Context: an optimization exercise on an open-source flow, tuned for small area. The choices shown serve that exercise and are no tape-out recipe.
At most, simulation tests tie the RTL to the original design; equivalence was not proved.
The clock input has no modelled driver; a real chip could not lean on it and would need a root buffer or a full tree.
Power is estimated from default activity; no workload was simulated.

// Matrix_Calculator
module Matrix_Calculator
    (input logic [7:0] data_in,
     input logic enter, sw,
     input logic [1:0] operation,
     input logic clk, rst,
     output logic [4:0] data_out,
     output logic finish, error,
     output logic [3:0] index);
    logic enter_d, sw_d;
    logic enter_pulse, switch_pulse;
    logic [4:0] c;
    logic done;
    logic accept, second;     
    logic [3:0] low_nib;
    logic [1:0] op;
    logic invalid, step, rot_a, rot_b;
    always_ff @(posedge clk) begin
        enter_d <= enter;
        sw_d <= sw;
        low_nib <= data_in[3:0];
    end
    assign enter_pulse = enter & ~enter_d;
    assign switch_pulse = sw & ~sw_d;
    assign accept = enter_pulse & ~done & ~rst;
    always_ff @(posedge clk) begin
        second <= accept;
        if (accept)
            op <= operation;
    end
    assign invalid = ~op[1] & op[0];
    assign finish = done & ~invalid;
    assign error = invalid & (done | (second & (&c[3:0])));
    assign step = finish & switch_pulse;
    always_ff @(posedge clk) begin
        if (rst) begin
            c <= 5'd0;
            done <= 1'b0;
        end else begin
            if ((second & ~done) | step)
                c[3:0] <= c[3:0] + 4'd1;
            if (step & (&c[3:0]))
                c[4] <= ~c[4];
            if (second & (&c[3:0]))
                done <= 1'b1;
        end
    end
    assign index = done ? c[4:1] : 4'd0;
    assign rot_b = step & c[0];
    assign rot_a = rot_b & c[1] & c[2];
    logic [7:0] pa [0:3];     
    logic [7:0] qa [0:3];     
    logic en_pa, en_qa;
    assign en_pa = (accept & ~c[3] & ~c[0]) | rot_a;
    assign en_qa = (accept & ~c[3] & c[0]) | rot_a;
    always_ff @(posedge clk) begin
        if (en_pa) begin
            pa[0] <= done ? pa[3] : data_in;
            pa[1] <= pa[0];
            pa[2] <= pa[1];
            pa[3] <= pa[2];
        end
        if (en_qa) begin
            qa[0] <= done ? qa[3] : data_in;
            qa[1] <= qa[0];
            qa[2] <= qa[1];
            qa[3] <= qa[2];
        end
    end
    logic [3:0] rb [0:3][0:3];
    logic [3:0] nib_in;
    assign nib_in = second ? low_nib : data_in[7:4];
    genvar gk;
    generate
        for (gk = 0; gk < 4; gk++) begin : brow
            logic en;
            assign en = ((accept | second) & c[3] & (c[2:1] == gk)) | rot_b;
            always_ff @(posedge clk) begin
  ...
clock: 10.0 ns
lec_check: 0
cap_margin: 20
core_margin: 2
core_utilization: 45
place_density: 0.6
slew_margin: 20
synth_hierarchical: 1
synth_minimum_keep_size: 0
standard.sh (not shown) runs the stock make flow with config.mk's settings and CLKGATE_MAP_FILE= SYNTH_SCRIPT=/design/flow/synth_recipe.tcl, a recipe that flattens the netlist after the stock synthesis.
==> flow/flow/run.sh <==
#!/bin/bash
# The standard layout with two changes: port buffers are buf_1, and the clock
# tree is built by manual_cts.tcl (a balanced two-level tree of clkbuf
# cells) instead of TritonCTS. Each tool's full output goes to the ORFS logs
# under orfs/logs; make's own output goes to make.log here.
set -euo pipefail
cd "$(dirname "$0")/.."

bash standard.sh \
  "BUFFER_PORTS_ARGS=-buffer_cell sky130_fd_sc_hd__buf_1" \
  "PRE_CTS_TCL=$PWD/flow/manual_cts.tcl" \
  finish > make.log 2>&1
Other scripts of this flow, unchanged in this note and not shown: flow/flow/manual_cts.tcl
Edit:
--- a/flow/design.v
+++ b/flow/design.v
@@ -409,17 +409,13 @@
     FullAdder fa184 (.a(c178), .b(c180), .c(c182), .s(s183), .co(c184));
     assign prod = {~c184, ~s183, ~s181, ~s175, ~s161, ~s141, ~s117, ~s93, ~s77, ~s67};
     logic [3:0] aij, bij;
     assign aij = ak[c[2:1]];
     assign bij = bk[c[4:3]];
     logic [4:0] sum;
-    logic [3:0] bx;
-    logic [4:0] s4;
-    assign bx = bij ^ {4{op[0]}};
-    assign s4 = {1'b0, aij} + {1'b0, bx} + {4'd0, op[0]};
-    assign sum = {s4[4] ^ op[0], s4[3:0]};
+    assign sum = op[0] ? {1'b0, aij} - {1'b0, bij} : {1'b0, aij} + {1'b0, bij};
     always_comb begin
         if (op[1])
             data_out = c[0] ? sum : 5'd0;
         else
             data_out = c[0] ? prod[4:0] : prod[9:5];
     end
=>
- hold slack hardly moves
- die area stays flat
- sequential cell count does not change
- area after synthesis hardly moves
- synthesized cell count rises by 1.6%
- combinational power falls by 4.0%
- wire length rises by 2.5%
- total power stays flat
- setup slack gets better by 28 ps
- global-route usage rises by 0.62 points
No run of this note takes its clock network from TritonCTS; it comes from the design's own scripts or RTL.

---

Setup of the previous run:
Matrix_Calculator, a different RTL version from the one above (not shown whole).
Size in the first run: about 160 flip-flops, ~6400 µm² of cells after synthesis.
export LEC_CHECK = 0
export CAP_MARGIN = 20
export CORE_MARGIN = 2
export CORE_UTILIZATION = 45
export PLACE_DENSITY = 0.85
export SLEW_MARGIN = 20
export SYNTH_HIERARCHICAL = 1
export SYNTH_MINIMUM_KEEP_SIZE = 0
create_clock -name core_clock -period 10.0 [get_ports {clk}]
Scripts as last shown in full above: flow/flow/run.sh
Other scripts of this flow, unchanged in this note and not shown: flow/flow/manual_cts.tcl
Input-level comparison between the current run and the previous run:
--- a/flow/design.v
+++ b/flow/design.v
@@ -70,37 +70,29 @@
                     busy <= 1'b0;
             end
             if (first_step)
                 first <= 1'b1;
             ready <= first;
         end
     end
     logic [3:0] ce;
     assign ce = c[4:1] + {3'd0, first};
-    logic rot_a;
-    assign rot_a = elem & c[2] & ~c[1];
-    logic [7:0] pa [0:3];     
-    logic [7:0] qa [0:3];     
-    logic en_pa, en_qa;
-    assign en_pa = (accept & ~c[3] & ~c[0]) | rot_a;
-    assign en_qa = (accept & ~c[3] & c[0]) | rot_a;
-    always_ff @(posedge clk) begin
-        if (en_pa) begin
-            pa[0] <= done ? pa[3] : data_in;
-            pa[1] <= pa[0];
-            pa[2] <= pa[1];
-            pa[3] <= pa[2];
-        end
-        if (en_qa) begin
-            qa[0] <= done ? qa[3] : data_in;
-            qa[1] <= qa[0];
-            qa[2] <= qa[1];
-            qa[3] <= qa[2];
+    logic row_end, rot_a;
+    assign row_end = busy & (&ce[1:0]) & k[1];
+    assign rot_a = row_end;
+    logic [7:0] sa [0:7];
+    logic en_a;
+    assign en_a = (accept & ~c[3]) | rot_a;
+    always_ff @(posedge clk) begin
+        if (en_a) begin
+            sa[0] <= done ? sa[7] : data_in;
+            for (int s = 1; s < 8; s++)
+                sa[s] <= sa[s - 1];
         end
     end
     logic [3:0] lb [0:3][0:3];
     logic [3:0] tap;
     assign tap = lb[0][3];
     genvar gj;
     generate
         for (gj = 0; gj < 4; gj++) begin : blane
             logic en;
@@ -112,26 +104,28 @@
                     lb[gj][0] <= done ? lb[(gj + 1) % 4][3] : nib;
                     lb[gj][1] <= lb[gj][0];
                     lb[gj][2] <= lb[gj][1];
                     lb[gj][3] <= lb[gj][2];
                 end
             end
         end
     endgenerate
     logic [3:0] ak [0:3];
-    assign ak[0] = pa[3][7:4];
-    assign ak[1] = pa[3][3:0];
-    assign ak[2] = qa[3][7:4];
-    assign ak[3] = qa[3][3:0];
+    assign ak[0] = sa[7][7:4];
+    assign ak[1] = sa[7][3:0];
+    assign ak[2] = sa[6][7:4];
+    assign ak[3] = sa[6][3:0];
     logic [3:0] xa, mx, my;
     logic [1:0] d;
     logic add_b, add_a;
-    assign xa = ak[mult ? k : ce[1:0]];
+    logic [1:0] sel_a;
+    assign sel_a = mult ? k : ce[1:0];
+    assign xa = ak[{sel_a[1] & ~(row_end & k[0]), sel_a[0]}];
     assign d = k - ce[3:2];
     assign add_b = ~mult & (d == 2'd0);
     assign add_a = ~mult & (d == 2'd1);
     assign mx = {4{busy}} & ((mult | add_a) ? xa : {3'd0, add_b});
     assign my = (mult | add_b) ? (tap ^ {4{sub}}) : {3'd0, add_a};
     logic [9:0] acc_n, res_n, mac_n;
     logic sub_init;
     assign sub_init = last ? &operation : sub;
     logic pp1;
## What came out
- The current run: no failed stages, no open violations at the end
- Minimum clock period, the current run and the previous run: smaller value in the current run
- Compared with the previous run, the current run shows a wire length of the first global-routing pass that is about 0.6% higher.
- Via count of the first global-routing pass (the current run over the previous run): increase, 159
- Fmax, the current run vs the previous run: up by a few percent
- Between the current run and the previous run, it is the current run whose final cell count without fillers is lower, by 0.32%.
- Lower part of the cycle the worst path needs was reported by the current run, not the previous run.
- Relative to the previous run, layout cell share with drive strength beyond 1 increased by 0.50 points in the current run.
- Relative to the previous run, net total in the final layout decreased by 0.61% in the current run.
- Compared with the previous run, in the current run weighted congestion at the end of routability-driven global placement shows an increase of 0.041; setup slack went up.
The RTL of the current run was laid out without a check of its function. No run of this note takes its clock network from TritonCTS; it comes from the design's own scripts or RTL.

## static timing again, ports no longer ideal
How much do the figures lean on ideal ports? The routed layouts below were timed once more, with nothing changed but the port constraints.
Step 1, drivers: a clkbuf_16 drives clk and a buf_2 each remaining input, both assumed.
Step 2 also shifts input and output timing later by t, the mid clock arrival at the registers, as if the neighbouring blocks saw the same clock.
a / b / c = ideal / step 1 / step 2; a / b = the first two.
run | t, ns | setup slack, ns | hold WS [ns] | clock arrival spread, ns
the first run of note 1 | 0.421 | 2.055 / 2.010 / 2.431 | 0.416 / 0.416 / 0.416 | 0.017 / 0.017
the second run of note 1 | 0.433 | 2.084 / 2.040 / 2.473 | 0.418 / 0.418 / 0.418 | 0.021 / 0.021
the previous run | 0.434 | 3.505 / 3.505 / 3.505 | 0.398 / 0.398 / 0.398 | 0.026 / 0.026
the current run | 0.425 | 3.633 / 3.633 / 3.633 | 0.382 / 0.382 / 0.382 | 0.041 / 0.040
After both steps setup and hold are still met in every run listed.
